Source: an optimization exercise on an open RTL-to-GDS flow (aim: small area, a short achievable clock period and few clock cycles per item). Production flows keep margins and buffers that such runs may drop. Where RTL was checked, it was by simulation tests only, not by an equivalence proof against the original. For run 7, only the layout was checked, not whether the RTL still works. No run shown here takes its clock network from TritonCTS; it comes from the design's own scripts or RTL. The clock port is modelled as an ideal driver, which makes a skipped or thinned clock tree look cheaper than it is; a real chip needs a root buffer or a tree. No activity file was given, so power comes from the tool's default toggle rates.

## design/flow/design.v

```verilog
`timescale 1ns / 1ps
module automaton_rule(
    input  [31:0] rule,
    input  [15:0] sel,          
    output        n0,
    output        n1);
    wire [15:0] e0, e1;
    genvar i;
    generate
        for (i = 0; i < 16; i = i + 1) begin : g
            assign e0[i] = rule[{i[3:1], 1'b0, i[0]}];
            assign e1[i] = rule[{i[3:1], 1'b1, i[0]}];
        end
    endgenerate
    assign n0 = |(sel & e0);
    assign n1 = |(sel & e1);
endmodule
module automaton_pick(
    input         world_in,
    input         ch0,
    input         ch1,
    input         is_read,
    input  [12:0] wr,           
    input  [12:0] rd,           
    output        do_wr,
    output [12:0] nxt);
    assign do_wr = is_read & (world_in ? ch1 : ch0);
    assign nxt   = do_wr ? wr : rd;
endmodule
module automaton(
    input               clk,
    input               rst,
    input      [31:0]   rule,
    output reg [5:0]    row,
    output reg [5:0]    col,
    output reg          world_we,
    input               world_in,
    output reg          world_out,
    output reg          update_done);
    reg [17:0] sr;          
    reg [63:0] st;          
    reg        c0, c1;      
    reg        halo;        
    reg        first;       
    wire       is_read = ~world_we;
    wire [2:0] s_ = row[5:3];
    wire [2:0] j_ = row[2:0];
    wire       rh = is_read & halo;             
    wire       rd = is_read & ~halo;            
    wire       col0  = (col == 6'd0);
    wire       col63 = (col == 6'd63);
    wire       j7 = (j_ == 3'd7);
    wire [2:0] sd = rh ? (col63 ? 3'd0 : 3'd7) : {2'b00, j7} + {2'b00, ~is_read & col63};
    wire [5:0] nr_row = {s_ + sd, rh ? j_ : j_ + 3'd1};
    wire [5:0] nr_col = col + {5'd0, ~rd};
    wire       nr_halo = ~rh & j7;
    wire       mW    = rd ? (col == 6'd1) : col0;              
    wire       j0    = rh | j7;                                
    wire       q     = (rd & col0) ? (s_ == 3'd0) : (s_ == 3'd7);
    wire       mN    = rh ? (s_ == 3'd1) : (j7 & q);           
    wire       mS    = ~rh & (j_ == 3'd6) & q;                 
    wire       tS = is_read ? sr[6]  : sr[7];
    wire       tC = is_read ? sr[7]  : sr[8];
    wire       tN = is_read ? sr[8]  : sr[9];
    wire       tW = is_read ? sr[16] : sr[17];
    wire       bN = (j0 ? st[63] : tN) & ~mN;
    wire       bW = tW & ~mW;
    wire       bS = tS & ~mS;
    wire       n0, n1;
    automaton_rule lut(.rule(rule), .sel(16'd1 << {bN, bW, tC, bS}),
                       .n0(n0), .n1(n1));
    wire       valid = ~halo & ~(first & col0);
    wire       ch0 = valid & (c0 ^ sr[8]);
    wire       ch1 = valid & ((col0 ? c0 : c1) ^ sr[8]);
    wire [5:0] wr_row = {col0 ? s_ - 3'd1 : s_, j_};
    wire       do_wr;
    wire [5:0] n_row, n_col;
    wire       n_halo;
    automaton_pick pick(.world_in(world_in), .ch0(ch0), .ch1(ch1),
                        .is_read(is_read),
                        .wr(rst ? 13'd0 : {wr_row, col - 6'd1, 1'b0}),
                        .rd(rst ? 13'd0 : {nr_row, nr_col, nr_halo}),
                        .do_wr(do_wr), .nxt({n_row, n_col, n_halo}));
    always @(posedge clk) begin
        if (is_read)
            sr <= {sr[16:0], world_in};
        if (is_read & ~halo & (row[2:0] == 3'd0))
            st <= {st[62:0], sr[1]};
        world_out <= ~sr[8];
        row <= n_row;
        col <= n_col;
        halo <= n_halo;
        world_we <= do_wr & ~rst;
        c0 <= n0;
        c1 <= n1;
        if (rst) begin
            first <= 1'b1;
            update_done <= 1'b0;
        end else begin
            first <= first & col0;
            update_done <= is_read & halo & ~first & (row == 6'd8) & (col == 6'd0);
        end
    end
endmodule
```

## design/flow/flow/run.sh

```bash
#!/bin/bash
set -euo pipefail
bash standard.sh SYNTH_SCRIPT=$(pwd)/flow/synth_own.tcl SETUP_SLACK_MARGIN=7.25 BUFFER_PORTS_ARGS="-buffer_cell sky130_fd_sc_hd__buf_1" PRE_CTS_TCL=$(pwd)/flow/own_cts.tcl OWN_CTS_INV1=sky130_fd_sc_hd__inv_8 OWN_CTS_INV2=sky130_fd_sc_hd__inv_16 finish > standard.log 2>&1
```

## design/flow/flow/abc_own.script

```
strash
dch
map -a
mfs2
strash
dch
map -a
topo
stime -c
buffer -c
upsize -c
dnsize -c
```

## design/flow/flow/own_cts.tcl

```tcl
# Own clock tree, sourced as PRE_CTS_TCL. The clock port drives 4 clock
# buffers directly, and each buffer drives the clock pins of one group of
# flip-flops. With OWN_CTS_INV1 and OWN_CTS_INV2 set, each buffer is instead a
# pair of inverters: the port drives the first, the first drives only the
# second, and the second drives the group. The groups come from two cuts of
# the placed flip-flops: one across x or y, then one across each half the
# other way. The cut positions are searched so that the group with the
# largest estimated load (pin capacitance plus the wire of a minimum spanning
# tree) is as light as it can be. Every flip-flop is the same number of stages
# from the clock port.
# The tree is built in place of TritonCTS, that is after the CTS step's
# repair_clock_inverters (which would otherwise copy the inverters next to
# every flip-flop); the rest of the CTS step (legalisation, repair_timing)
# runs as usual.

# estimated load of a group in fF: 1.8 fF per clock pin, 0.12 fF per um of
# the minimum spanning tree over the pins (Prim)
proc own_cts_cost {pts} {
  set n [llength $pts]
  if {$n == 0} { return 0 }
  set xs [lmap p $pts {lindex $p 0}]
  set ys [lmap p $pts {lindex $p 1}]
  set in [lrepeat $n 0]
  set d [lrepeat $n 1e18]
  lset d 0 0
  set tot 0.0
  for {set k 0} {$k < $n} {incr k} {
    set best -1; set bd 1e18
    for {set i 0} {$i < $n} {incr i} {
      if {![lindex $in $i] && [lindex $d $i] < $bd} { set bd [lindex $d $i]; set best $i }
    }
    lset in $best 1
    set tot [expr {$tot + $bd}]
    set bx [lindex $xs $best]; set by [lindex $ys $best]
    for {set i 0} {$i < $n} {incr i} {
      if {![lindex $in $i]} {
        set dd [expr {abs([lindex $xs $i] - $bx) + abs([lindex $ys $i] - $by)}]
        if {$dd < [lindex $d $i]} { lset d $i $dd }
      }
    }
  }
  return [expr {1.8 * $n + 0.12 * $tot}]
}

# cut a list of {x y iterm} at fraction f along axis (0: x, 1: y)
proc own_cts_cut {pts axis f} {
  set pts [lsort -real -index $axis $pts]
  set k [expr {int(round([llength $pts] * $f))}]
  return [list [lrange $pts 0 [expr {$k - 1}]] [lrange $pts $k end]]
}

proc own_cts_build {} {
  set db [ord::get_db]
  set block [ord::get_db_block]
  set bufcell sky130_fd_sc_hd__clkbuf_16
  if {[info exists ::env(OWN_CTS_BUF)]} { set bufcell $::env(OWN_CTS_BUF) }
  set master [$db findMaster $bufcell]
  set inv1 ""
  if {[info exists ::env(OWN_CTS_INV1)] && [info exists ::env(OWN_CTS_INV2)]} {
    set inv1 [$db findMaster $::env(OWN_CTS_INV1)]
    set inv2 [$db findMaster $::env(OWN_CTS_INV2)]
  }
  set clknet [$block findNet clk]
  set dbu [$block getDbUnitsPerMicron]

  set sinks {}
  foreach it [$clknet getITerms] {
    set bb [[$it getInst] getBBox]
    set x [expr {([$bb xMin] + [$bb xMax]) / 2.0 / $dbu}]
    set y [expr {([$bb yMin] + [$bb yMax]) / 2.0 / $dbu}]
    lappend sinks [list $x $y $it]
  }
  puts "own_cts: [llength $sinks] clock sinks"

  set fracs {0.38 0.40 0.42 0.44 0.46 0.48 0.50 0.52 0.54 0.56 0.58 0.60 0.62}
  set best {}
  set bestcost 1e18
  foreach axis {0 1} {
    foreach f1 $fracs {
      set sub {}
      set worst 0
      foreach h [own_cts_cut $sinks $axis $f1] {
        set hb {}; set hc 1e18
        foreach f2 $fracs {
          set q [own_cts_cut $h [expr {1 - $axis}] $f2]
          set c [expr {max([own_cts_cost [lindex $q 0]], [own_cts_cost [lindex $q 1]])}]
          if {$c < $hc} { set hc $c; set hb $q }
        }
        lappend sub {*}$hb
        set worst [expr {max($worst, $hc)}]
      }
      if {$worst < $bestcost} { set bestcost $worst; set best $sub }
    }
  }
  puts "own_cts: worst estimated group load [format %.1f $bestcost] fF"

  set i 0
  foreach g $best {
    set sx 0.0; set sy 0.0
    foreach p $g { set sx [expr {$sx + [lindex $p 0]}]; set sy [expr {$sy + [lindex $p 1]}] }
    set cx [expr {int($sx / [llength $g] * $dbu)}]
    set cy [expr {int($sy / [llength $g] * $dbu)}]
    set net [odb::dbNet_create $block "clknet_own_$i"]
    $net setSigType CLOCK
    if {$inv1 eq ""} {
      set inst [odb::dbInst_create $block $master "clkbuf_own_$i"]
      [$inst findITerm A] connect $clknet
      [$inst findITerm X] connect $net
      set placed [list $inst]
    } else {
      set a [odb::dbInst_create $block $inv1 "clkinv_own_a$i"]
      set b [odb::dbInst_create $block $inv2 "clkinv_own_b$i"]
      set mid [odb::dbNet_create $block "clknet_own_m$i"]
      $mid setSigType CLOCK
      [$a findITerm A] connect $clknet
      [$a findITerm Y] connect $mid
      [$b findITerm A] connect $mid
      [$b findITerm Y] connect $net
      set placed [list $b $a]
    }
    foreach p $g {
      set it [lindex $p 2]
      $it disconnect
      $it connect $net
    }
    set dx 0
    foreach inst $placed {
      $inst setLocation [expr {$cx + $dx}] $cy
      $inst setPlacementStatus PLACED
      set dx [expr {$dx + [[$inst getMaster] getWidth]}]
    }
    puts "own_cts: group $i at ($cx, $cy): [llength $g] sinks, estimated [format %.1f [own_cts_cost $g]] fF"
    incr i
  }
}

# With OWN_OUTBUF set, the port buffers of the outputs (which start as buf_1,
# like those of the inputs) are swapped for that buffer before the tree is
# built; the CTS step's legalisation places them.
proc own_outbuf {} {
  if {![info exists ::env(OWN_OUTBUF)]} { return }
  set block [ord::get_db_block]
  set master [[ord::get_db] findMaster $::env(OWN_OUTBUF)]
  foreach bt [$block getBTerms] {
    if {[$bt getIoType] ne "OUTPUT"} { continue }
    set drv [[$bt getNet] getFirstOutput]
    if {$drv eq "NULL" || $drv eq ""} { continue }
    set inst [$drv getInst]
    if {[string match "*buf_1" [[$inst getMaster] getName]]} {
      $inst swapMaster $master
    }
  }
}

rename clock_tree_synthesis tritoncts_unused
proc clock_tree_synthesis {args} {
  own_outbuf
  own_cts_build
  puts "own_cts: clock tree built by own_cts.tcl, TritonCTS skipped"
  set_propagated_clock [all_clocks]
}
```

## design/flow/flow/synth_own.tcl

```tcl
# The standard synthesis script (synth_recipe.tcl), with one change to the
# ABC mapping: the top module and the rule lookup are mapped with
# abc_own.script (beside this file: map -a and mfs2, for area), and the module
# that carries the late inputs world_in and rst (automaton_pick) with ORFS's
# own script (abc_area.script, or abc_speed.script with OWN_ABC_PICK=speed).
# Registers, their names and their cell types are the standard synthesis's.
set own_abc_script [file normalize [file join [file dirname [info script]] abc_own.script]]
proc synth {args} { yosys synth -nofsm -noshare {*}$args }
proc abc {args} {
  set i [lsearch -exact $args -script]
  if {$i < 0} { yosys abc {*}$args; return }
  set own $args
  lset own [expr {$i + 1}] $::own_abc_script
  yosys abc {*}$own automaton automaton_rule
  set late $args
  if {[info exists ::env(OWN_ABC_PICK)] && $::env(OWN_ABC_PICK) eq "speed"} {
    lset late [expr {$i + 1}] $::env(SCRIPTS_DIR)/abc_speed.script
  }
  yosys abc {*}$late automaton_pick
}
source $::env(SCRIPTS_DIR)/synth.tcl
# left out here: clear keep_hierarchy, flatten, clean up, hide names made inside functions, write 1_2_yosys.v
```

## design/flow/standard.sh

```bash
#!/bin/bash
# synth_recipe.tcl (not shown) runs the flow's synth.tcl, then flattens the netlist and writes it again
# the make line also repeats each setting of config.mk as NAME=value (left out here)
make -C /OpenROAD-flow-scripts/flow DESIGN_CONFIG=/design/flow/config.mk WORK_HOME=/design/flow/orfs CLKGATE_MAP_FILE= SYNTH_SCRIPT=/design/flow/synth_recipe.tcl "${@:-finish}"
```

## design/flow/config.mk

```make
export PLATFORM = sky130hd
export DESIGN_NAME = automaton
export DESIGN_NICKNAME = automaton
export VERILOG_FILES = /design/flow/design.v
export SDC_FILE = /design/flow/constraint.sdc
export NUM_CORES = 8
export LEC_CHECK = 0
export ABC_AREA = 1
export CAP_MARGIN = 20
export CORE_MARGIN = 2
export CORE_UTILIZATION = 50
export GPL_ROUTABILITY_DRIVEN = 1
export GPL_TIMING_DRIVEN = 1
export PLACE_DENSITY = 0.6
export SLEW_MARGIN = 20
export SYNTH_HIERARCHICAL = 1
```

## design/flow/constraint.sdc

```tcl
create_clock -name core_clock -period 10.0 [get_ports {clk}]
set_input_delay 2.0000 -clock core_clock [delete_from_list [all_inputs] [get_ports {clk}]]
set_output_delay 2.0000 -clock core_clock [all_outputs]
set_load 0.01 [all_outputs]
```

==> run summary, run 1 <==
status timing/DRC/antenna clean; Sw Pwr 0.0006842 W; WP buf/inv 1; Slew @ Worst Pin ~750 ps; MaxCap Viol Count 0; mapped cell area 4289 sq um; Synth Warn # 7; EDFF count, synth around 80; critical path cell sequence buf_1; Seq/Total Area, Yosys 0.6628; Setup crit start kind flip-flop; Worst Skew 11.06 ps; placed cell areas 4574 sq um; Fin. Hold Viols 0; Post-Synthesis Cells about 350; Internal 0.001028 W; Finished Cell Area 4763 sq um; CP Max Fanout 5; hold bufs inserted after CTS 0; Fillers a little over 700; Min-Delay Path Class flip-flop to flip-flop; syn avg cell area around 12 sq um; critical path type flip-flop to output pin; Final Setup Violations 0; Routed Antenna Nets 0; minimum clock period 2700 ps; Routed WL approximately 7400 microns; Initial Util 0.5194; critical path's top delay family flip-flops; async set-reset flop share out of synthesis 0; fin util 0.5768; routability cong. ~0.85; Die Ht roughly 97 microns; relative slew slack 0.5000; GR Overflow Total 0; Logic pwr share 0.374; num ports 50; routed vias approximately 2.6k; Final Worst Setup Slack approximately 7300 ps; Worst EP arrival around 700 ps; area of the die ~9300 sq um; CP max stage cell dfxtp_1; LEAKAGE 1.812 nW; Worst-path clk slew ~80 ps; area of the multi-input gates about 1300 sq um; port bufs a little under 50; Detailed Place HPWL 4791 microns; Via density 5.178; vias in the first global route 2,514; syn_nets a little over 400; first-pass GRT wire length 12,190 microns; DRC violations left 0; setup slack, reg-to-reg 7500 ps; clock power share 0.109; fin. max-slew vios 0; total track usage 0.1535; setup TNS 0 ps; die width just under 100 microns; Tcrit/Tclk final 0.2700; RSZ-0062 raised after global routing true; share of cells above drive strength 1 0.1355; diode count 0; largest net degree at the start of global routing 65; Sw Ratio 0.3996; Worst VDD drop ~0.16 mV; initial antenna violation count 0; first-pass iteration count of the detailed router 4; Core ar. 8258 sq um; P per Cell Area approximately 360 nW/um^2; final net count 459; wire length per cell around 14 microns; pre-CTS WS between 6000 and 7000 ps; clock latency (worst-skew pair) 110 ps; Syn-to-layout area delta 11.06%; share of power burned in registers 0.517; Yosys reg bits approximately 100; Site Rows 33; Worst path max stage delay ~420 ps; Seq. cell area 2858 sq um; Critical Path RT ~8000 ps; dominant synthesized flop cell edfxtp_1; Peak Freq between 300 and 400 MHz; Worst Setup End Kind output pin; count of cell types in the netlist 35; DRT iter0 DRCs 129
cell families (layout without fill, tap and decap cells):
| group | Yosys count | after routing | synth area share |
|---|---|---|---|
| buffers and inverters | 43 | 96 | 0.04434 |
| xor gates and xnor gates | 1 | 1 | 0.002042 |
| AOI/OAI and AO/OA | 54 | 54 | 0.09335 |
| and+or+nand+nor | 136 | 137 | 0.1482 |
| DFF | 101 | 101 | 0.6628 |
| adders and majority gates | 16 | 16 | 0.04842 |
| other | 1 | 1 | 0.0008743 |
metal layers:
layer / GRT usage / vias to the layer above / wire, microns / share of wire
met5: 0 / - / 0 / 0
met1: 0.2441 / 1231 / 3684 / 0.50
met3: 0.02023 / 9 / 382 / 0.052
met2: 0.2324 / 57 / 3224 / 0.44
li1: - / 1349 / - / -
met4: 0.02275 / 0 / 85 / 0.012
cell usage after synthesis (6+ instances only):
| library cell | count | share of area |
|---|---|---|
| nand2_1 | 52 | 0.046 |
| nor3_1 | 6 | 0.0070 |
| nand3_1 | 22 | 0.026 |
| dfxtp_1 | 19 | 0.089 |
| ha_1 | 15 | 0.044 |
| edfxtp_1 | 82 | 0.57 |
| o21ai_0 | 13 | 0.015 |
| a221oi_2 | 8 | 0.028 |
| inv_1 | 32 | 0.028 |
| nor2_1 | 37 | 0.032 |
| a22o_1 | 8 | 0.016 |
| a21oi_1 | 18 | 0.021 |
metrics by stage:
step                power (W)  instances  hold WS (ps)
floorplan            0.001347        352         400.3
global placement     0.001500        501         402.1
detailed placement   0.001504        501         404.5
CTS                  0.001710        509         419.8
global route         0.001853        511         426.2
finish               0.001713        511         412.5
Yosys stat by module, one instance, submodules excluded:
module | flops+latches | cell area [sq um]
automaton | 101 | 3837
automaton_pick | 0 | 249.0
automaton_rule | 0 | 202.7
cell usage in the layout (no fill, tap or decap), types with 2 or more instances in the layout:
cell type | synthesis | layout
a21oi_1 | 18 | 18
a221oi_2 | 8 | 8
a22o_1 | 8 | 8
buf_1 | 0 | 46
buf_4 | 1 | 2
dfxtp_1 | 19 | 9
dfxtp_2 | 0 | 9
edfxtp_1 | 82 | 82
ha_1 | 15 | 15
inv_1 | 32 | 30
inv_16 | 0 | 4
inv_2 | 3 | 3
inv_8 | 0 | 4
nand2_1 | 52 | 52
nand2_2 | 4 | 3
nand2_4 | 2 | 3
nand3_1 | 22 | 22
nand3_4 | 1 | 2
nand4_1 | 4 | 4
nor2_1 | 37 | 36
nor2_4 | 3 | 4
nor3_1 | 6 | 6
nor4_1 | 2 | 2
o21a_1 | 2 | 2
o21ai_0 | 13 | 13
power groups by stage:
stage / Clock (W) / Combinational [W] / Sequential, W
3_3_place_gp: 0 / 0.000613 / 0.000887
3_5_place_dp: 0 / 0.000624 / 0.000880
5_1_grt: 0.000211 / 0.000733 / 0.000909
6_report: 0.000187 / 0.000641 / 0.000885
2_1_floorplan: 0 / 0.000487 / 0.000860
4_1_cts: 0.000196 / 0.000627 / 0.000886
final timing paths:
path | from | to | depth (start not counted)
max | col[2] | col[2] | 1
min | st[31] | st[32] | 0
min reg2reg | st[31] | st[32] | 0
max reg2reg | col[3] | row[5] | 14
layout make-up:
| type | instances | share of cell area |
|---|---|---|
| Sequential cell | 101 | 0.5999 |
| Inverter | 44 | 0.05700 |
| Timing Repair Buffer | 52 | 0.04544 |
| Tap cell | 105 | 0.02758 |
| Multi-Input combinational cell | 209 | 0.2700 |
sequential cells by signal (all words and copies together) (netlist names):
name / flops
c1: 1
world_out: 1
update_done: 1
world_we: 1
c0: 1
halo: 1
st: 64
first: 1
row: 6
col: 6
sr: 18
repair_timing:
action	4_1_cts	5_1_grt
pin swaps	0	0
cloned	0	1
gates resized for setup	8	13
setup endpoints to repair	22	23
setup buffers	0	1
Testbench counts, summed over its fixed seeds: cycles 2,499,633, generations 384.
==> run 2: changes to the inputs <==
--- a/design/flow/design.v
+++ b/design/flow/design.v
@@ -2,17 +2,9 @@
 module automaton_rule(
     input  [31:0] rule,
-    input  [15:0] sel,          
+    input  [3:0]  idx,          
     output        n0,
     output        n1);
-    wire [15:0] e0, e1;
-    genvar i;
-    generate
-        for (i = 0; i < 16; i = i + 1) begin : g
-            assign e0[i] = rule[{i[3:1], 1'b0, i[0]}];
-            assign e1[i] = rule[{i[3:1], 1'b1, i[0]}];
-        end
-    endgenerate
-    assign n0 = |(sel & e0);
-    assign n1 = |(sel & e1);
+    assign n0 = rule[{idx[3:1], 1'b0, idx[0]}];
+    assign n1 = rule[{idx[3:1], 1'b1, idx[0]}];
 endmodule
 module automaton_pick(
@@ -68,6 +60,5 @@
     wire       bS = tS & ~mS;
     wire       n0, n1;
-    automaton_rule lut(.rule(rule), .sel(16'd1 << {bN, bW, tC, bS}),
-                       .n0(n0), .n1(n1));
+    automaton_rule lut(.rule(rule), .idx({bN, bW, tC, bS}), .n0(n0), .n1(n1));
     wire       valid = ~halo & ~(first & col0);
     wire       ch0 = valid & (c0 ^ sr[8]);
==> design/flow/flow/run.sh (replaced) <==
#!/bin/bash
set -euo pipefail
bash standard.sh SYNTH_SCRIPT=$(pwd)/flow/synth_own.tcl SETUP_SLACK_MARGIN=7.2 BUFFER_PORTS_ARGS="-buffer_cell sky130_fd_sc_hd__buf_1" PRE_CTS_TCL=$(pwd)/flow/own_cts.tcl  finish > standard.log 2>&1
==> run summary, run 2 <==
critical path cell sequence clkbuf_2; WP buf/inv 1 (unchanged); MaxCap Viol Count 0 (unchanged); Final Setup Violations 0 (unchanged); DRT iter0 DRCs 93 (-28%); Compound-Gate Fraction of Synth Area 0.09415 (+0.0007964); Synth area leader edfxtp_1; GR Overflow Total 0 (unchanged); Worst Skew 7.547 ps (-3.517 ps); diode count 0 (unchanged); most flop-heavy register st; commonest non-fill, non-tap cell in the layout edfxtp_1; final net count 464 (+1.1%); EDFF count, synth 82 (unchanged); largest family of logic cells by synthesized area simple AND/OR/NAND/NOR gates; setup slack, reg-to-reg 7510 ps (about the same); Core ar. 8217 sq um (-0.50%); critical path's top delay family flip-flops; Syn-to-layout area delta 11.00% (about the same); Setup crit start kind flip-flop; Fillers 691 (-4.2%); Worst Setup End Kind output pin; Worst VDD drop 0.1797 mV (+13%); clock latency (worst-skew pair) 160 ps (+50 ps); Seq/Total Area, Yosys 0.6684 (+0.005655); Reg2Reg Launch Point col[0]; async set-reset flop share out of synthesis 0 (unchanged); Regs by FF count st x64, sr x18; routability cong. 0.8099 (-4.8%); path depth of the worst reg2reg path 13 (-1); port bufs 49 (unchanged); die width 96.23 microns (-0.41%); most frequent cell after synthesis edfxtp_1; Synth Area in Adders 0.05178 (+0.003355); Initial Util 0.5176 (-0.001806); area of the die 9259 sq um (-0.82%); Post-Synth XOR/XNOR Area 0.002059 (+0.00001742); initial antenna violation count 0 (unchanged); P per Cell Area 357.4 nW/um^2 (-0.59%); status timing/DRC/antenna clean; Die Ht 96.23 microns (-0.41%); largest net degree at the start of global routing 65 (unchanged); CP max stage cell dfxtp_4; RSZ-0062 raised after global routing false; Via density 5.080 (-1.9%); Tcrit/Tclk final 0.2750 (+0.005045); r2r endpoint row[5]; top cells by count, synth edfxtp_1 (82), nand2_1 (47), nor2_1 (33), inv_1 (32), o21ai_0 (26); dominant synthesized flop cell edfxtp_1; Detailed Place HPWL 4527 microns (-5.5%); fin. max-slew vios 0 (unchanged); CP Max Fanout 11 (+6); critical path type flip-flop to output pin; routed vias 2,616 (-1.1%); non-filler cells, final 515 (+0.78%); Routed Antenna Nets 0 (unchanged); first-pass GRT wire length 11,250 microns (-7.7%); total track usage 0.1531 (-0.0004160); syn_nets 406 (+0.74%); Site Rows 33 (unchanged); Fin. Hold Viols 0 (unchanged); dpl cells 502 (+0.20%); syn avg cell area 12.01 sq um (-1.4%); Routed WL 7159 microns (-3.0%); num ports 50 (unchanged); Stages on worst setup path 1 (unchanged); minimum clock period 2750 ps (+50.45 ps); Finished Cell Area 4721 sq um (-0.89%); first-pass iteration count of the detailed router 5 (+1); mapped cell area 4253 sq um (-0.85%); Worst EP arrival 750 ps (+50 ps); count of cell types in the netlist 35 (unchanged); wire length per cell 13.90 microns (-3.7%); Synth Warn # 7 (unchanged); share of cells above drive strength 1 0.1341 (-0.001322); relative slew slack 0.2037 (-0.2963); Worst-path clk slew 90 ps (about the same); LEAKAGE 1.782 nW (-1.7%); Synth area leaders edfxtp_1 (58%), dfxtp_1 (8.9%), ha_1 (4.7%); max reg flops 64 (unchanged); Peak Freq 363.6 MHz (-1.8%); vias in the first global route 2,354 (-6.4%); fin util 0.5745 (-0.002279); area share of the largest cell type after synthesis 0.5790 (+0.004898); placed cell areas 4523 sq um (-1.1%); setup TNS 0 ps (unchanged); multiplexer share of the synthesized area 0 (unchanged); Critical Path RT 8000 ps (about the same); Critical path origin world_we; Min-Delay Path Class flip-flop to flip-flop; Slew @ Worst Pin 1182 ps (+432.0 ps); most frequent cells in the layout edfxtp_1 (82), nand2_1 (47), buf_1 (46); Worst path max stage delay 430 ps (about the same); hold wc startpoint st[40]; critical path endpoint world_we; Yosys reg bits 101 (unchanged); DRC violations left 0 (unchanged); Post-Synth Simple-Gate Area 0.1297 (-0.01845); Post-Synthesis Cells 354 (+0.57%)
[run 2: cell count changes in the layout (fill, tap and decap cells not counted), sizes merged, moves of 4 or more]
cell,delta
o221ai,+8
o21ai,+20
buf,+8
a22o,-8
a221oi,-7
a21oi,-4
clkbuf,+5
nand2,-9
inv,-4
[run 2: worst min path at each step]
| stage | end | slack (ps) | cells after the start |
|---|---|---|---|
| 3_3_place_gp | sr[16] | 400 | 0 |
| 5_1_grt | st[41] | 430 | 0 |
| 2_1_floorplan | sr[11] | 400 | 0 |
| 3_5_place_dp | sr[14] | 400 | 0 |
| 6_report | st[41] | 420 | 0 |
| 4_1_cts | st[41] | 420 | 0 |
[run 2: area by class of cell]
cell class	count	area, sq um	area share
Buffer	4	100.1	0.02120
Inverter	40	153.9	0.03260
Multi-Input combinational cell	204	1192	0.2526
Sequential cell	101	2858	0.6054
Tap cell	105	131.4	0.02783
Timing Repair Buffer	61	285.3	0.06043
[run 2: cells by family after synthesis]
logic type      Yosys count
buf+inv                  49
xor+xnor                  1
simple gates            120
compound gates           65
fa+ha+maj                17
flops                   101
other cells               1
[run 2: per-layer routing]
layer / up-vias / global-route usage / wire (microns)
met5: - / 0 / 0
met1: 1207 / 0.2348 / 3673
met4: 0 / 0.02381 / 93
li1: 1352 / - / -
met3: 6 / 0.007831 / 274
met2: 51 / 0.2483 / 3118
[run 2: report_power, final]
part           total, W  switching (W)  internal [W]
Combinational  0.000638       0.000438      0.000201
Clock          0.000167      0.0000936     0.0000733
Sequential     0.000882      0.0000915      0.000790
[run 2: modules after synthesis, one instance, submodules excluded]
module	cells inside	flops+latches	copies in the design	cell area [sq um]
automaton	250	101	1	3709
automaton_pick	52	0	1	249.0
automaton_rule	52	0	1	295.3
[run 2: timing repair]
action / CTS / global route
hold buffers: 0 / 0
setup buffers: 4 / 5
setup endpoints to repair: 17 / 16
gates resized for setup: 9 / 10
cloned: 0 / 0
[run 2: metrics by stage]
step,hold WS (ps),setup slack [ps],power (W)
floorplan,400.3,7219,0.001347
global placement,401.9,6635,0.001496
detailed placement,404.5,6590,0.001498
CTS,421.9,7209,0.001675
global route,427.6,7206,0.001819
finish,419.5,7250,0.001687
Testbench counts of run 2, summed over its fixed seeds: cycles 2,499,633, generations 384.
==> run 3: changes to the inputs <==
==> design/flow/flow/run.sh (replaced) <==
#!/bin/bash
set -euo pipefail
bash standard.sh SYNTH_SCRIPT=$(pwd)/flow/synth_own.tcl SETUP_SLACK_MARGIN=7.25 BUFFER_PORTS_ARGS="-buffer_cell sky130_fd_sc_hd__buf_1" PRE_CTS_TCL=$(pwd)/flow/own_cts.tcl  finish > standard.log 2>&1
==> run summary, run 3 <==
status timing/DRC/antenna clean; relative slew slack 0.4917 (+0.2880); WP buf/inv 1 (unchanged); Worst Setup End Kind output pin; first-pass iteration count of the detailed router 4 (-1); syn avg cell area 12.01 sq um (unchanged); Setup crit start kind flip-flop; GR Overflow Total 0 (unchanged); initial antenna violation count 0 (unchanged); Fillers 696 (+0.72%); Tcrit/Tclk final 0.2721 (-0.002892); fin util 0.5735 (-0.001066); Routed Antenna Nets 0 (unchanged); P per Cell Area 358.5 nW/um^2 (+0.32%); diode count 0 (unchanged); Post-Synthesis Cells 354 (unchanged); die width 96.23 microns (unchanged); syn_nets 406 (unchanged); share of cells above drive strength 1 0.1527 (+0.01856); EDFF count, synth 82 (unchanged); Synth area leaders edfxtp_1 (58%), dfxtp_1 (8.9%), ha_1 (4.7%); wire length per cell 14.05 microns (+1.1%); minimum clock period 2721 ps (-28.92 ps); Yosys reg bits 101 (unchanged); Synth area leader edfxtp_1; CP max stage cell dfxtp_2; most flop-heavy register st; critical path type flip-flop to output pin; hold wc startpoint st[60]; Slew @ Worst Pin 762.5 ps (-419.5 ps); Syn-to-layout area delta 10.80%; CP Max Fanout 5 (-6); DRT iter0 DRCs 169 (+82%); critical path cell sequence clkbuf_2; setup TNS 0 ps (unchanged); clock latency (worst-skew pair) 160 ps (about the same); Reg2Reg Launch Point col[3]; r2r endpoint row[5]; RSZ-0062 raised after global routing true; Site Rows 33 (unchanged); Initial Util 0.5176 (unchanged); area share of the largest cell type after synthesis 0.5790 (unchanged); Seq/Total Area, Yosys 0.6684 (unchanged); num ports 50 (unchanged); final net count 460 (-0.86%); most frequent cell after synthesis edfxtp_1; Critical Path RT 8000 ps (about the same); Min-Delay Path Class flip-flop to flip-flop; Worst path max stage delay 410 ps (-20 ps); max reg flops 64 (unchanged); MaxCap Viol Count 0 (unchanged); fin. max-slew vios 0 (unchanged); Worst-path clk slew 90 ps (about the same); Fin. Hold Viols 0 (unchanged); dominant synthesized flop cell edfxtp_1; critical path's top delay family flip-flops; setup slack, reg-to-reg 7520 ps (about the same); Peak Freq 367.5 MHz (+1.1%); Final Setup Violations 0 (unchanged); commonest non-fill, non-tap cell in the layout edfxtp_1; Worst EP arrival 720 ps (-30 ps); total track usage 0.1551 (+0.001949); top cells by count, synth edfxtp_1 (82), nand2_1 (47), nor2_1 (33), inv_1 (32), o21ai_0 (26); Routed WL 7182 microns (+0.32%); area of the die 9259 sq um (unchanged); Worst Skew 6.391 ps (-1.156 ps); largest net degree at the start of global routing 65 (unchanged); Hold Crit Depth 0 (unchanged); hold bufs inserted after CTS 0 (unchanged); Worst VDD drop 0.1656 mV (-7.8%); Regs by FF count st x64, sr x18; routed vias 2,678 (+2.4%); Synth Warn # 7 (unchanged); count of cell types in the netlist 35 (unchanged); mapped cell area 4253 sq um (unchanged); Die Ht 96.23 microns (unchanged); async set-reset flop share out of synthesis 0 (unchanged); Core ar. 8217 sq um (unchanged); DRC violations left 0 (unchanged); LEAKAGE 1.800 nW (+1.0%); Detailed Place HPWL 4624 microns (+2.1%); Via density 5.241 (+3.2%); port bufs 49 (unchanged); routability cong. 0.8259 (+2.0%); vias in the first global route 2,371 (+0.72%); WHS Endpoint st[61]; first-pass GRT wire length 11,440 microns (+1.7%); path depth of the worst reg2reg path 14 (+1); most frequent cells in the layout edfxtp_1 (82), nand2_1 (47), buf_1 (37)
==> run 3: kinds of logic (layout without fill, tap and decap cells) <==
family / after synthesis / after routing / share of synthesized area
AOI/OAI and AO/OA: 65 / 65 / 0.09414
xor gates and xnor gates: 1 / 1 / 0.002060
adders and majority gates: 17 / 17 / 0.05178
buffers and inverters: 49 / 101 / 0.05296
DFF: 101 / 101 / 0.6684
other: 1 / 1 / 0.0008818
and+or+nand+nor: 120 / 120 / 0.1297
==> run 3: layer usage <==
metal | wire, microns | track usage
met5 | 0 | 0
met4 | 75 | 0.01429
met3 | 306 | 0.006265
met2 | 3256 | 0.2604
met1 | 3543 | 0.2349
==> run 3: cell type report <==
type                            count  area [sq um]  share of cell area
Tap cell                          105         131.4             0.02788
Timing Repair Buffer               57         262.8             0.05576
Buffer                              4         100.1             0.02124
Multi-Input combinational cell    204          1197              0.2541
Sequential cell                   101          2868              0.6086
Inverter                           40         152.6             0.03240
==> run 3: metrics by stage <==
stage	worst slack (ps)	hold slack, ps	total power (W)	cells	cell area (sq um)
3_3_place_gp	6754	401.6	0.001492	502	4523
6_report	7279	422.8	0.001689	511	4712
2_1_floorplan	7256	400.3	0.001345	354	4272
3_5_place_dp	6740	404.5	0.001500	502	4523
5_1_grt	7237	428.2	0.001832	511	4712
4_1_cts	7253	424.9	0.001681	506	4644
==> run 3: worst max-delay path by stage <==
stage,start,slack [ps],depth (start not counted),end
global route,col[3],7240,1,col[3]
global placement,rst,6750,6,row[5]
finish,col[3],7280,1,col[3]
CTS,world_we,7250,1,world_we
detailed placement,rst,6740,6,row[1]
floorplan,rst,7260,5,col[1]
==> run 3: report_power, final <==
part	leakage (nW)	internal, W	switching, W
logic	0.782	0.000199	0.000440
registers	0.969	0.000793	0.0000899
clock network	0.0493	0.0000734	0.0000948
total	1.80	0.00106	0.000625
==> run 3: per-module statistics from Yosys, one instance, submodules excluded <==
| module | cells | copies in the design | area (sq um) | flip-flops and latches |
|---|---|---|---|---|
| automaton | 250 | 1 | 3709 | 101 |
| automaton_rule | 52 | 1 | 295.3 | 0 |
| automaton_pick | 52 | 1 | 249.0 | 0 |
==> run 3: what timing repair did <==
item,CTS,global route
endpoints found under the setup margin,26,24
buffers inserted,0,5
gates resized for setup,15,16
==> run 4: changes to the inputs <==
--- a/design/flow/design.v
+++ b/design/flow/design.v
@@ -48,13 +48,11 @@
     wire       nr_halo = ~rh & j7;
     wire       mW    = rd ? (col == 6'd1) : col0;              
-    wire       j0    = rh | j7;                                
-    wire       q     = (rd & col0) ? (s_ == 3'd0) : (s_ == 3'd7);
-    wire       mN    = rh ? (s_ == 3'd1) : (j7 & q);           
-    wire       mS    = ~rh & (j_ == 3'd6) & q;                 
+    wire       mN    = rh & (s_ == 3'd1);
+    wire       mS    = ~rh & (j_ == 3'd6) & ((rd & col0) ? (s_ == 3'd0) : (s_ == 3'd7));
     wire       tS = is_read ? sr[6]  : sr[7];
     wire       tC = is_read ? sr[7]  : sr[8];
     wire       tN = is_read ? sr[8]  : sr[9];
     wire       tW = is_read ? sr[16] : sr[17];
-    wire       bN = (j0 ? st[63] : tN) & ~mN;
+    wire       bN = (rh ? st[63] : tN) & ~mN;
     wire       bW = tW & ~mW;
     wire       bS = tS & ~mS;
@@ -76,6 +74,6 @@
         if (is_read)
             sr <= {sr[16:0], world_in};
-        if (is_read & ~halo & (row[2:0] == 3'd0))
-            st <= {st[62:0], sr[1]};
+        if (is_read & halo)
+            st <= {st[62:0], sr[0]};
         world_out <= ~sr[8];
         row <= n_row;
==> run summary, run 4 <==
Sw Ratio 0.3783 (+0.008608); Sw Pwr 0.0005584 W (-11%); Finished Cell Area 4684 sq um (-0.58%); Peak Freq 368.7 MHz (+0.34%); Worst Skew 8.754 ps (+2.362 ps); Syn-to-layout area delta 10.15%; most flop-heavy register st; Min-Delay Path Class flip-flop to flip-flop; critical path cell sequence clkbuf_2; mapped cell area 4253 sq um (unchanged); Post-Synthesis Cells 352 (-0.56%); minimum clock period 2712 ps (-9.140 ps); Synth area leader edfxtp_1; placed cell areas 4518 sq um (-0.11%); CP max stage cell dfxtp_2; P per Cell Area 315.1 nW/um^2 (-12%); clock power share 0.112 (+0.012); first-pass GRT wire length 11,670 microns (+2.0%); Die Ht 96.23 microns (unchanged); Final Worst Setup Slack 7288 ps (+9.140 ps); critical path's top delay family flip-flops; area share of the largest cell type after synthesis 0.5790 (unchanged); Fin. Hold Viols 0 (unchanged); most frequent cell after synthesis edfxtp_1; M2 GR Usage 0.2338 (-0.02662); Detailed Place HPWL 4571 microns (-1.1%); fin. max-slew vios 0 (unchanged); routed vias 2,643 (-1.3%); count of cell types in the netlist 40 (+14%); Yosys reg bits 101 (unchanged); initial antenna violation count 0 (unchanged); WP buf/inv 1 (unchanged); num ports 50 (unchanged); total track usage 0.1580 (+0.002969); Synth Warn # 7 (unchanged); die width 96.23 microns (unchanged); dominant synthesized flop cell edfxtp_1; area of the die 9259 sq um (unchanged); DRT iter0 DRCs 120 (-29%); first-pass iteration count of the detailed router 4 (unchanged); final net count 456 (-0.87%); Tcrit/Tclk final 0.2712 (-0.0009140); largest net degree at the start of global routing 37 (-43%); MaxCap Viol Count 0 (unchanged); Setup crit start kind flip-flop; vias in the first global route 2,386 (+0.63%); critical path type flip-flop to output pin; Routed WL 7272 microns (+1.3%); layer with the highest usage met1; diode count 0 (unchanged); Via density 5.213 (-0.53%); LEAKAGE 1.724 nW (-4.2%); RSZ-0062 raised after global routing false; pre-CTS WS 6618 ps (-121.8 ps); Final Setup Violations 0 (unchanged); EDFF count, synth 82 (unchanged); port bufs 49 (unchanged); relative slew slack 0.3667 (-0.1250); met1 Usage GRT 0.2641 (+0.02917); async set-reset flop share out of synthesis 0 (unchanged); met3 Use GR 0.01018 (+0.003915); Internal 0.0009177 W (-14%); CP Max Fanout 5 (unchanged); top cells by count, synth edfxtp_1 (82), nand2_1 (50), nor2_1 (32), inv_1 (27), nand3_1 (22); share of cells above drive strength 1 0.1393 (-0.01341); setup TNS 0 ps (unchanged); syn avg cell area 12.08 sq um (+0.57%); Synth area leaders edfxtp_1 (58%), dfxtp_1 (8.9%), ha_1 (4.7%); Worst VDD drop 0.1500 mV (-9.5%); DRC violations left 0 (unchanged); routability cong. 0.7954 (-3.7%); Worst Setup End Kind output pin; wire length per cell 14.34 microns (+2.1%); Critical Path RT 8000 ps (about the same); Site Rows 33 (unchanged); share of power burned in registers 0.498 (-0.024); max reg flops 64 (unchanged); syn_nets 404 (-0.49%); Routed Antenna Nets 0 (unchanged); GR Overflow Total 0 (unchanged); clock latency (worst-skew pair) 160 ps (about the same); Initial Util 0.5176 (unchanged); Worst EP arrival 710 ps (about the same); Regs by FF count st x64, sr x18; fin util 0.5701 (-0.003350); Core ar. 8217 sq um (unchanged); Worst path max stage delay 400 ps (about the same); Slew @ Worst Pin 947.7 ps (+185.2 ps); Pwr Total 0.001476 W (-13%); commonest non-fill, non-tap cell in the layout edfxtp_1; Logic pwr share 0.389 (+0.011); most frequent cells in the layout edfxtp_1 (82), nand2_1 (50), buf_1 (45); status timing/DRC/antenna clean; Worst-path clk slew 90 ps (about the same); Seq/Total Area, Yosys 0.6684 (unchanged)
-- run 4: changes by cell type after synthesis, moves of 2 or more --
cell	previous run	this run
a221oi_1	2	0
nand2_1	47	50
o21ai_0	26	21
inv_1	32	27
nand3_1	20	22
-- run 4: per-module statistics from Yosys (local to each module, per instance) --
module          cells inside  cell area [sq um]  copies in the design
automaton                248               3709                     1
automaton_rule            52              295.3                     1
automaton_pick            52              249.0                     1
-- run 4: final timing paths --
kind	from	to	slack (ps)	depth (start not counted)
setup / recovery	row[3]	row[3]	7290	1
hold / removal	st[7]	st[8]	420	0
setup reg to reg	halo	row[5]	7510	12
hold reg to reg	st[7]	st[8]	420	0
-- run 4: through the flow --
| step | hold WS (ps) | instances |
|---|---|---|
| 3_3_place_gp | 402.1 | 500 |
| 3_5_place_dp | 404.5 | 500 |
| 5_1_grt | 428.3 | 507 |
| 2_1_floorplan | 400.3 | 352 |
| 4_1_cts | 420.7 | 506 |
| 6_report | 420.0 | 507 |
-- run 4: what timing repair did --
action                     CTS  global route
setup endpoints to repair   25            15
gates cloned                 1             1
hold buffers                 0             0
pin swaps                    1             0
setup buffers                1             0
gates resized for setup     13            12
-- run 4: final cells by class --
| class | count | area [sq um] |
|---|---|---|
| sequential | 101 | 2872 |
| inverter | 37 | 145.1 |
| buffer | 4 | 100.1 |
| fill | 728 | 3532 |
| multi-input combinational | 207 | 1215 |
| tap | 105 | 131.4 |
| timing repair inverter | 1 | 7.507 |
| timing repair buffer | 52 | 214.0 |
-- run 4: routing by layer --
layer	wire length, microns	up-vias
met5	0	-
met4	98	0
met3	276	8
met2	3138	45
met1	3758	1258
li1	-	1332
-- run 4: cells by family (layout without fill, tap and decap cells) --
family / count (synthesis) / after routing / synth area share
AO/OA/AOI/OAI: 62 / 62 / 0.09150
XOR/XNOR: 1 / 1 / 0.002060
flip-flops: 101 / 101 / 0.6684
AND/OR/NAND/NOR: 125 / 126 / 0.1368
other: 1 / 1 / 0.0008818
buffers and inverters: 45 / 94 / 0.04854
adder cells (fa/ha/maj): 17 / 17 / 0.05178
-- run 4: power groups by stage --
stage	clock network (W)	logic (W)	registers (W)
after global routing	0.000187	0.000660	0.000754
after floorplan	0	0.000452	0.000721
after global placement	0	0.000555	0.000742
final	0.000166	0.000574	0.000736
after CTS	0.000172	0.000582	0.000734
after detailed placement	0	0.000563	0.000743
Testbench counts of run 4, summed over its fixed seeds: cycles 2,499,633, generations 384.
==> run 5: changes to the inputs <==
--- a/design/flow/config.mk
+++ b/design/flow/config.mk
@@ -9,8 +9,8 @@
 export CAP_MARGIN = 20
 export CORE_MARGIN = 2
-export CORE_UTILIZATION = 50
+export CORE_UTILIZATION = 40
 export GPL_ROUTABILITY_DRIVEN = 1
 export GPL_TIMING_DRIVEN = 1
-export PLACE_DENSITY = 0.6
+export PLACE_DENSITY = 0.45
 export SLEW_MARGIN = 20
 export SYNTH_HIERARCHICAL = 1
==> run summary, run 5 <==
status timing/DRC/antenna clean; critical path type flip-flop to output pin; Site Rows 37 (+12%); hold bufs inserted after CTS 0 (unchanged); total track usage 0.1357 (-0.02230); Compound-Gate Fraction of Synth Area 0.09150 (unchanged); largest net degree at the start of global routing 62 (+68%); Worst path max stage delay 400 ps (about the same); CP max stage cell dfxtp_2; EDFF count, synth 82 (unchanged); Reg2Reg Launch Point col[3]; Syn-to-layout area delta 11.00%; Initial Util 0.4120 (-0.1056); relative slew slack 0.5093 (+0.1426); Worst EP arrival 720 ps (about the same); hold wc startpoint st[38]; most frequent cells in the layout edfxtp_1 (82), nand2_1 (50), buf_1 (45); Fin. Hold Viols 0 (unchanged); Synth Warn # 7 (unchanged); Fillers 980 (+35%); pre-CTS WS 6489 ps (-129.2 ps); CP Max Fanout 6 (+1); dominant synthesized flop cell edfxtp_1; multiplexer share of the synthesized area 0 (unchanged); Min-Delay Path Class flip-flop to flip-flop; Hold Crit Depth 0 (unchanged); fin. max-slew vios 0 (unchanged); Pwr Total 0.001492 W (+1.1%); port bufs 49 (unchanged); Synth Area in Adders 0.05178 (unchanged); Final Setup Violations 0 (unchanged); count of cell types in the netlist 40 (unchanged); Post-Synthesis Cells 352 (unchanged); Core ar. 10,320 sq um (+26%); most flop-heavy register st; diode count 0 (unchanged); LEAKAGE 1.734 nW (+0.56%); Routed Antenna Nets 0 (unchanged); minimum clock period 2715 ps (+2.810 ps); Post-Synth Simple-Gate Area 0.1368 (unchanged); Worst Skew 6.356 ps (-2.398 ps); num ports 50 (unchanged); dpl cells 532 (+6.4%); initial antenna violation count 0 (unchanged); critical path cell sequence clkbuf_2; area share of the largest cell type after synthesis 0.5790 (unchanged); routed vias 2,606 (-1.4%); MaxCap Viol Count 0 (unchanged); path depth of the worst reg2reg path 14 (+2); setup TNS 0 ps (unchanged); share of cells above drive strength 1 0.1372 (-0.002146); syn avg cell area 12.08 sq um (unchanged); Worst-path clk slew 100 ps (about the same); RSZ-0062 raised after global routing false; WP buf/inv 1 (unchanged); Seq/Total Area, Yosys 0.6684 (unchanged); die width 107.1 microns (+11%); Post-Synth XOR/XNOR Area 0.002059 (unchanged); Regs by FF count st x64, sr x18; final net count 455 (-0.22%); setup slack, reg-to-reg 7580 ps (+70 ps); Synth area leaders edfxtp_1 (58%), dfxtp_1 (8.9%), ha_1 (4.7%); DRT iter0 DRCs 145 (+21%); syn_nets 404 (unchanged); Critical Path RT 8000 ps (about the same); area of the die 11,470 sq um (+24%); r2r endpoint row[5]; most frequent cell after synthesis edfxtp_1; critical path's top delay family flip-flops; wire length per cell 14.68 microns (+2.4%); non-filler cells, final 537 (+5.9%); clock latency (worst-skew pair) 160 ps (about the same); Synth area leader edfxtp_1; Final Worst Setup Slack 7285 ps (-2.810 ps); routability cong. 0.8003 (+0.62%); largest family of logic cells by synthesized area simple AND/OR/NAND/NOR gates; vias in the first global route 2,517 (+5.5%); Slew @ Worst Pin 736.0 ps (-211.6 ps); GR Overflow Total 0 (unchanged); Worst Setup End Kind output pin; Tcrit/Tclk final 0.2715 (+0.0002810); max reg flops 64 (unchanged); Peak Freq 368.3 MHz (-0.10%); Finished Cell Area 4721 sq um (+0.77%); P per Cell Area 316.1 nW/um^2 (+0.31%); Detailed Place HPWL 5037 microns (+10%); Yosys reg bits 101 (unchanged); Routed WL 7884 microns (+8.4%); area of the multi-input gates 1209 sq um (-0.52%); mapped cell area 4253 sq um (unchanged); async set-reset flop share out of synthesis 0 (unchanged); Worst VDD drop 0.1147 mV (-23%); top cells by count, synth edfxtp_1 (82), nand2_1 (50), nor2_1 (32), inv_1 (27), nand3_1 (22); DRC violations left 0 (unchanged); Setup crit start kind flip-flop; placed cell areas 4564 sq um (+1.0%); Die Ht 107.1 microns (+11%); Seq. cell area 2874 sq um (about the same); first-pass GRT wire length 12,730 microns (+9.1%); commonest non-fill, non-tap cell in the layout edfxtp_1; Via density 4.853 (-6.9%); first-pass iteration count of the detailed router 4 (unchanged); WHS Endpoint st[39]
run 5: cell counts after synthesis:
No cell type changed its count.
run 5: worst max-delay path by stage:
stage / end / cells after the start / from / slack [ps]
2_1_floorplan: row[5] / 6 / rst / 7280
3_5_place_dp: row[5] / 6 / rst / 6490
5_1_grt: row[3] / 6 / rst / 7250
6_report: col[4] / 1 / col[4] / 7280
3_3_place_gp: row[5] / 6 / rst / 6550
4_1_cts: col[0] / 1 / col[0] / 7260
run 5: per-layer routing:
metal / global-route usage / share of wire
met2: 0.2052 / 0.42
met1: 0.2221 / 0.54
met4: 0.01391 / 0.0095
met5: 0 / 0
met3: 0.007295 / 0.036
run 5: metrics by stage:
stage	util	hold WS, ps
6_report	0.4573	426.7
5_1_grt	0.4573	435.6
4_1_cts	0.4549	428.1
3_5_place_dp	0.4421	404.5
3_3_place_gp	0.4421	401.2
2_1_floorplan	-	400.3
run 5: timing repair:
action	4_1_cts	5_1_grt
endpoints found under the setup margin	27	16
gates cloned	0	0
gates resized for setup	20	11
setup buffers	1	0
run 5: kinds of logic after synthesis:
logic type,Yosys count
compound gates,62
xor+xnor,1
fa+ha+maj,17
buf+inv,45
flops,101
other cells,1
simple gates,125
run 5: area by class of cell:
| class | instances | area share |
|---|---|---|
| repair buffers | 53 | 0.04691 |
| inverters | 37 | 0.03101 |
| well taps | 136 | 0.03605 |
| plain buffers | 4 | 0.02120 |
| flip-flops and latches | 101 | 0.6088 |
| multi-input cells | 206 | 0.2560 |
run 5: per-module statistics from Yosys, one instance, submodules excluded:
module	flip-flops and latches	area (sq um)
automaton_pick	0	249.0
automaton	101	3709
automaton_rule	0	295.3
run 5: report_power, final:
group / switching, W / internal (W)
sequential: 0.0000709 / 0.000665
combinational: 0.000403 / 0.000181
clock: 0.0000993 / 0.0000736
total: 0.000573 / 0.000919
==> run 6: changes to the inputs <==
--- a/design/flow/config.mk
+++ b/design/flow/config.mk
@@ -9,8 +9,8 @@
 export CAP_MARGIN = 20
 export CORE_MARGIN = 2
-export CORE_UTILIZATION = 40
+export CORE_UTILIZATION = 45
 export GPL_ROUTABILITY_DRIVEN = 1
 export GPL_TIMING_DRIVEN = 1
-export PLACE_DENSITY = 0.45
+export PLACE_DENSITY = 0.55
 export SLEW_MARGIN = 20
 export SYNTH_HIERARCHICAL = 1
==> run summary, run 6 <==
total track usage 0.1469 (+0.01118); WL met1 4074 microns (-3.7%); Tcrit/Tclk final 0.2706 (-0.0009140); Post-Synthesis Cells 352 (unchanged); largest net degree at the start of global routing 37 (-40%); GR Overflow Total 0 (unchanged); Synth area leader edfxtp_1; dominant synthesized flop cell edfxtp_1; Core ar. 9196 sq um (-11%); LEAKAGE 1.734 nW (about the same); routed length on met2 3177 microns (-3.5%); hold wc startpoint sr[4]; fin. max-slew vios 0 (unchanged); most frequent cell after synthesis edfxtp_1; port bufs 49 (unchanged); Seq/Total Area, Yosys 0.6684 (unchanged); final net count 458 (+0.66%); top cells by count, synth edfxtp_1 (82), nand2_1 (50), nor2_1 (32), inv_1 (27), nand3_1 (22); Final Setup Violations 0 (unchanged); Critical Path RT 8000 ps (about the same); Fin. Hold Viols 0 (unchanged); routed vias 2,631 (+0.96%); Die Ht 101.2 microns (-5.5%); WHS Endpoint sr[5]; area share of the largest cell type after synthesis 0.5790 (unchanged); MaxCap Viol Count 0 (unchanged); critical path type flip-flop to output pin; path depth of the worst reg2reg path 14 (unchanged); r2r endpoint row[5]; most frequent cells in the layout edfxtp_1 (82), nand2_1 (50), buf_1 (46); CP Max Fanout 5 (-1); clock latency (worst-skew pair) 160 ps (about the same); syn_nets 404 (unchanged); Routed Antenna Nets 0 (unchanged); area of the die 10,240 sq um (-11%); count of cell types in the netlist 40 (unchanged); routability cong. 0.7972 (-0.39%); max reg flops 64 (unchanged); Site Rows 35 (-5.4%); syn avg cell area 12.08 sq um (unchanged); P per Cell Area 316.7 nW/um^2 (+0.19%); hold bufs inserted after CTS 0 (unchanged); area of the multi-input gates 1231 sq um (+1.9%); Worst EP arrival 710 ps (about the same); WP buf/inv 1 (unchanged); Setup crit start kind flip-flop; Peak Freq 369.6 MHz (+0.34%); Worst Skew 9.193 ps (+2.838 ps); Worst path max stage delay 400 ps (about the same); commonest non-fill, non-tap cell in the layout edfxtp_1; Synth Warn # 7 (unchanged); Reg2Reg Launch Point col[3]; setup slack, reg-to-reg 7620 ps (+40 ps); Worst VDD drop 0.1234 mV (+7.6%); die width 101.2 microns (-5.5%); Min-Delay Path Class flip-flop to flip-flop; Worst Setup End Kind output pin; metal3 WL 258 microns (-9.8%); DRC violations left 0 (unchanged); share of cells above drive strength 1 0.1411 (+0.003932); diode count 0 (unchanged); Hold Crit Depth 0 (unchanged); first-pass GRT wire length 12,330 microns (-3.1%); Syn-to-layout area delta 11.06% (about the same); Regs by FF count st x64, sr x18; vias in the first global route 2,420 (-3.9%); setup TNS 0 ps (unchanged); Synth area leaders edfxtp_1 (58%), dfxtp_1 (8.9%), ha_1 (4.7%); Slew @ Worst Pin 972.4 ps (+236.4 ps); async set-reset flop share out of synthesis 0 (unchanged); Routed WL 7572 microns (-4.0%); RSZ-0062 raised after global routing false; wire length per cell 14.70 microns (+0.15%); first-pass iteration count of the detailed router 4 (unchanged); Worst-path clk slew 100 ps (about the same); relative slew slack 0.3502 (-0.1591); minimum clock period 2706 ps (-9.140 ps); Seq. cell area 2877 sq um (about the same); initial antenna violation count 0 (unchanged); num ports 50 (unchanged); EDFF count, synth 82 (unchanged); CP max stage cell dfxtp_2; most flop-heavy register st; critical path's top delay family flip-flops; Initial Util 0.4624 (+0.05050); critical path cell sequence clkbuf_2; Detailed Place HPWL 4695 microns (-6.8%); mapped cell area 4253 sq um (unchanged); status timing/DRC/antenna clean; Via density 5.109 (+5.3%); DRT iter0 DRCs 110 (-24%); Yosys reg bits 101 (unchanged); Fillers 830 (-15%); Pwr Total 0.001496 W (+0.24%); Top Metal Used met4
run 6: final cells by class:
cell class	count	share of cell area
buffer	4	0.02119
inverter	37	0.03073
sequential	101	0.6090
timing repair buffer	53	0.04742
multi-input combinational	208	0.2607
timing repair inverter	1	0.001589
tap	111	0.02940
run 6: report_power, final:
part / internal [W] / switching [W] / total (W)
logic: 0.000186 / 0.000406 / 0.000591
registers: 0.000665 / 0.0000714 / 0.000736
clock network: 0.0000734 / 0.0000948 / 0.000168
run 6: how the worst max path moves through the flow:
stage	startpoint	end	slack, ps	cells past startpoint
after floorplan	rst	row[5]	7280	6
after global placement	rst	row[5]	6640	6
after detailed placement	rst	row[3]	6600	6
after CTS	rst	row[3]	7250	6
after global routing	world_in	row[4]	7250	6
final	row[3]	row[3]	7290	1
run 6: metal layers:
layer  global-route usage  vias up
li1                     -     1335
met1               0.2476     1255
met2               0.2175       37
met3              0.01242        4
met4             0.009356        0
met5                    0        -
run 6: per-module statistics from Yosys, one instance, submodules excluded:
module / flip-flops and latches / cells inside / area, sq um / times used
automaton: 101 / 248 / 3709 / 1
automaton_rule: 0 / 52 / 295.3 / 1
automaton_pick: 0 / 52 / 249.0 / 1
run 6: repair_timing:
| action | 4_1_cts | 5_1_grt |
|---|---|---|
| buffers inserted | 1 | 0 |
| endpoints found under the setup margin | 26 | 17 |
| pin swaps | 1 | 1 |
| cloned | 1 | 2 |
| resized for setup | 14 | 14 |
run 6: metrics by stage:
| step | setup slack (ps) | std cells | area (sq um) | hold slack [ps] | util |
|---|---|---|---|---|---|
| after floorplan | 7284 | 352 | 4255 | 400.3 | - |
| after global placement | 6643 | 507 | 4533 | 401.2 | 0.4929 |
| after detailed placement | 6604 | 507 | 4533 | 404.5 | 0.4929 |
| after CTS | 7254 | 513 | 4673 | 427.4 | 0.5082 |
| after global routing | 7250 | 515 | 4723 | 433.6 | 0.5136 |
| final | 7294 | 515 | 4723 | 422.0 | 0.5136 |
run 6: cells by family (layout without fill, tap and decap cells):
group / Yosys count / count (layout) / share of synthesized area
buffers and inverters: 45 / 95 / 0.04854
XOR/XNOR: 1 / 1 / 0.002060
AND/OR/NAND/NOR: 125 / 127 / 0.1368
adder cells (fa/ha/maj): 17 / 17 / 0.05178
AO/OA/AOI/OAI: 62 / 62 / 0.09150
flip-flops: 101 / 101 / 0.6684
other: 1 / 1 / 0.0008818
==> run 7: changes to the inputs <==
--- a/design/flow/design.v
+++ b/design/flow/design.v
@@ -28,5 +28,5 @@
     output reg          world_we,
     input               world_in,
-    output reg          world_out,
+    output              world_out,
     output reg          update_done);
     reg [17:0] sr;          
@@ -36,4 +36,5 @@
     reg        first;       
     wire       is_read = ~world_we;
+    assign world_out = ~sr[9];
     wire [2:0] s_ = row[5:3];
     wire [2:0] j_ = row[2:0];
@@ -76,5 +77,4 @@
         if (is_read & halo)
             st <= {st[62:0], sr[0]};
-        world_out <= ~sr[8];
         row <= n_row;
         col <= n_col;
--- a/design/flow/config.mk
+++ b/design/flow/config.mk
@@ -9,8 +9,8 @@
 export CAP_MARGIN = 20
 export CORE_MARGIN = 2
-export CORE_UTILIZATION = 45
+export CORE_UTILIZATION = 50
 export GPL_ROUTABILITY_DRIVEN = 1
 export GPL_TIMING_DRIVEN = 1
-export PLACE_DENSITY = 0.55
+export PLACE_DENSITY = 0.6
 export SLEW_MARGIN = 20
 export SYNTH_HIERARCHICAL = 1
==> run summary, run 7 <==
Critical Path RT 8000 ps (about the same); top cells by count, synth edfxtp_1 (82), nand2_1 (50), nor2_1 (32), inv_1 (30), o21ai_0 (25); Routed WL 7172 microns (-5.3%); DRC violations left 0 (unchanged); Min-Delay Path Class flip-flop to flip-flop; clock power share 0.113 (about the same); vias in the first global route 2,367 (-2.2%); setup TNS 0 ps (unchanged); Slew @ Worst Pin 692.0 ps (-280.4 ps); wire length per cell 14.12 microns (-4.0%); commonest non-fill, non-tap cell in the layout edfxtp_1; count of cell types in the netlist 36 (-10%); Site Rows 33 (-5.7%); Regs by FF count st x64, sr x18; die width 96.02 microns (-5.1%); routed vias 2,620 (-0.42%); Hold Crit Depth 0 (unchanged); num ports 50 (unchanged); Pwr Total 0.001449 W (-3.1%); GR Overflow Total 0 (unchanged); syn_nets 404 (unchanged); Setup crit start kind flip-flop; Post-Synthesis Cells 352 (unchanged); final net count 457 (-0.22%); most flop-heavy register st; Worst Skew 5.546 ps (-3.648 ps); async set-reset flop share out of synthesis 0 (unchanged); area of the die 9220 sq um (-10%); P per Cell Area 309.8 nW/um^2 (-2.2%); CP Max Fanout 2 (-3); Final Worst Setup Slack 7273 ps (-21.18 ps); initial antenna violation count 0 (unchanged); WHS Endpoint sr[5]; Worst EP arrival 730 ps (+20 ps); critical path type flip-flop to output pin; dpl cells 501 (-1.2%); Logic pwr share 0.416 (+0.021); Peak Freq 366.7 MHz (-0.78%); pre-CTS WS 6598 ps (-5.860 ps); Worst Setup End Kind output pin; Fin. Hold Viols 0 (unchanged); EDFF count, synth 82 (unchanged); r2r endpoint c1; Initial Util 0.5153 (+0.05285); Synth Warn # 7 (unchanged); Core ar. 8217 sq um (-11%); most frequent cells in the layout edfxtp_1 (82), nand2_1 (50), buf_1 (46); Synth area leader edfxtp_1; Detailed Place HPWL 4506 microns (-4.0%); Die Ht 96.02 microns (-5.1%); routability cong. 0.8038 (+0.83%); clock latency (worst-skew pair) 150 ps (about the same); setup slack, reg-to-reg 7580 ps (-40 ps); LEAKAGE 1.739 nW (+0.32%); MaxCap Viol Count 0 (unchanged); Yosys reg bits 100 (-0.99%); Sw Ratio 0.3913 (+0.008735); hold bufs inserted after CTS 0 (unchanged); diode count 0 (unchanged); total track usage 0.1557 (+0.008779); fin. max-slew vios 0 (unchanged); Reg2Reg Launch Point world_we; Via density 5.157 (+0.95%); Final Setup Violations 0 (unchanged); first-pass GRT wire length 11,480 microns (-6.9%); status timing/DRC/antenna clean; dominant synthesized flop cell edfxtp_1; Seq/Total Area, Yosys 0.6667 (-0.001765); first-pass iteration count of the detailed router 4 (unchanged); relative slew slack 0.5356 (+0.1854); area share of the largest cell type after synthesis 0.5816 (+0.002566); Sw Pwr 0.0005669 W (-0.91%); path depth of the worst reg2reg path 11 (-3); hold wc startpoint sr[4]; Routed Antenna Nets 0 (unchanged); DRT iter0 DRCs 162 (+47%); Worst-path clk slew 90 ps (about the same); Worst VDD drop 0.1503 mV (+22%); RSZ-0062 raised after global routing true; share of cells above drive strength 1 0.1365 (-0.004613); non-filler cells, final 508 (-1.4%); Internal 0.0008820 W (-4.5%); mapped cell area 4234 sq um (-0.44%); port bufs 49 (unchanged); Syn-to-layout area delta 10.46%; max reg flops 64 (unchanged); Synth area leaders edfxtp_1 (58%), dfxtp_1 (8.5%), ha_1 (4.7%); Fillers 713 (-14%); syn avg cell area 12.03 sq um (-0.44%); minimum clock period 2727 ps (+21.18 ps); most frequent cell after synthesis edfxtp_1; largest net degree at the start of global routing 72 (+95%); share of power burned in registers 0.470 (-0.022); Tcrit/Tclk final 0.2727 (+0.002118)
[run 7: worst max-delay path by stage]
| stage | slack [ps] | end | cells past startpoint | start |
|---|---|---|---|---|
| finish | 7270 | world_out | 2 | sr[9] |
| global route | 7230 | world_out | 2 | sr[9] |
| CTS | 7250 | col[2] | 1 | col[2] |
| detailed placement | 6600 | row[5] | 6 | rst |
| global placement | 6660 | row[3] | 6 | rst |
| floorplan | 7290 | row[5] | 6 | rst |
[run 7: power groups by stage]
stage                     sequential (W)  combinational, W  clock (W)
after CTS                       0.000679          0.000600   0.000170
after detailed placement        0.000688          0.000583          0
after global placement          0.000688          0.000579          0
after floorplan                 0.000670          0.000469          0
final                           0.000682          0.000603   0.000164
after global routing            0.000697          0.000690   0.000186
[run 7: what timing repair did]
item / 4_1_cts / 5_1_grt
gates resized for setup: 14 / 14
setup endpoints to repair: 26 / 20
cloned: 0 / 1
endpoints found under the hold margin: 0 / 0
setup buffers: 2 / 0
[run 7: final cells by class]
type,count,area [sq um],area share
Multi-Input combinational cell,206,1201,0.2568
Inverter,38,147.6,0.03157
Sequential cell,100,2856,0.6108
Tap cell,105,131.4,0.02809
Timing Repair inverter,1,5.005,0.001070
Timing Repair Buffer,54,235.2,0.05029
Buffer,4,100.1,0.02140
[run 7: per-layer routing]
metal  vias to the layer above  share of wire  global-route usage
met2                        57           0.43              0.2326
met1                      1231           0.52              0.2595
li1                       1326              -                   -
met4                         0          0.011             0.01667
met5                         -              0                   0
met3                         6          0.036            0.009397
[run 7: cell families after synthesis]
kind of cell,synth area share
AND/OR/NAND/NOR,0.1401
buffers and inverters,0.05083
XOR/XNOR,0.004138
AO/OA/AOI/OAI,0.08540
flip-flops,0.6667
other,0.0008857
adder cells (fa/ha/maj),0.05201
[run 7: per-stage QoR]
step	hold slack (ps)	instance area, sq um	utilization
final	422.5	4677	0.5692
after global routing	431.5	4677	0.5692
after CTS	426.1	4636	0.5642
after detailed placement	404.5	4501	0.5477
after global placement	401.4	4501	0.5477
after floorplan	400.3	4237	-
[run 7: critical path: stages (launching register included)]
cell,delay [ps]
edfxtp_1,400
inv_1,60
buf_2,120
[run 7: Yosys stat by module, one instance, submodules excluded]
module	area, sq um	cells
automaton_rule	295.3	52
automaton_pick	249.0	52
automaton	3690	248

-- what the ideal ports hide --
In the flow no input, the clock included, has a driving cell. The finished layouts below were timed again as built, in two steps. Step 1 sets driving cells, clkbuf_16 on the clock port and buf_2 on the other inputs (assumed; they add their load-dependent delay and slew). Step 2, shift: input delay + t, output delay - t, t = (earliest + latest rising clock arrival at the registers) / 2. This alone moves slack from input paths to output paths. Three values: no drivers, after step 1, after step 2; two values: the first two.
run | shift t [ns] | setup slack, ns | worst hold slack (ns) | worst setup path at the end
run 1 | 0.219 | 7.300 / 7.185 / 7.200 | 0.412 / 0.412 / 0.412 | input to register
run 2 | 0.229 | 7.250 / 7.174 / 7.130 | 0.419 / 0.420 / 0.420 | input to register
run 3 | 0.227 | 7.279 / 7.205 / 7.134 | 0.423 / 0.423 / 0.423 | input to register
run 4 | 0.228 | 7.288 / 7.212 / 7.158 | 0.420 / 0.420 / 0.420 | input to register
run 5 | 0.230 | 7.285 / 7.211 / 7.158 | 0.427 / 0.427 / 0.427 | input to register
run 6 | 0.231 | 7.294 / 7.217 / 7.177 | 0.422 / 0.422 / 0.422 | input to register
run 7 | 0.222 | 7.273 / 7.203 / 7.183 | 0.423 / 0.423 / 0.423 | input to register
After both steps setup and hold are still met in every run listed. The setup slack of run 3, which loses most, moves by -0.074 ns with the drivers and by -0.145 ns with both steps.
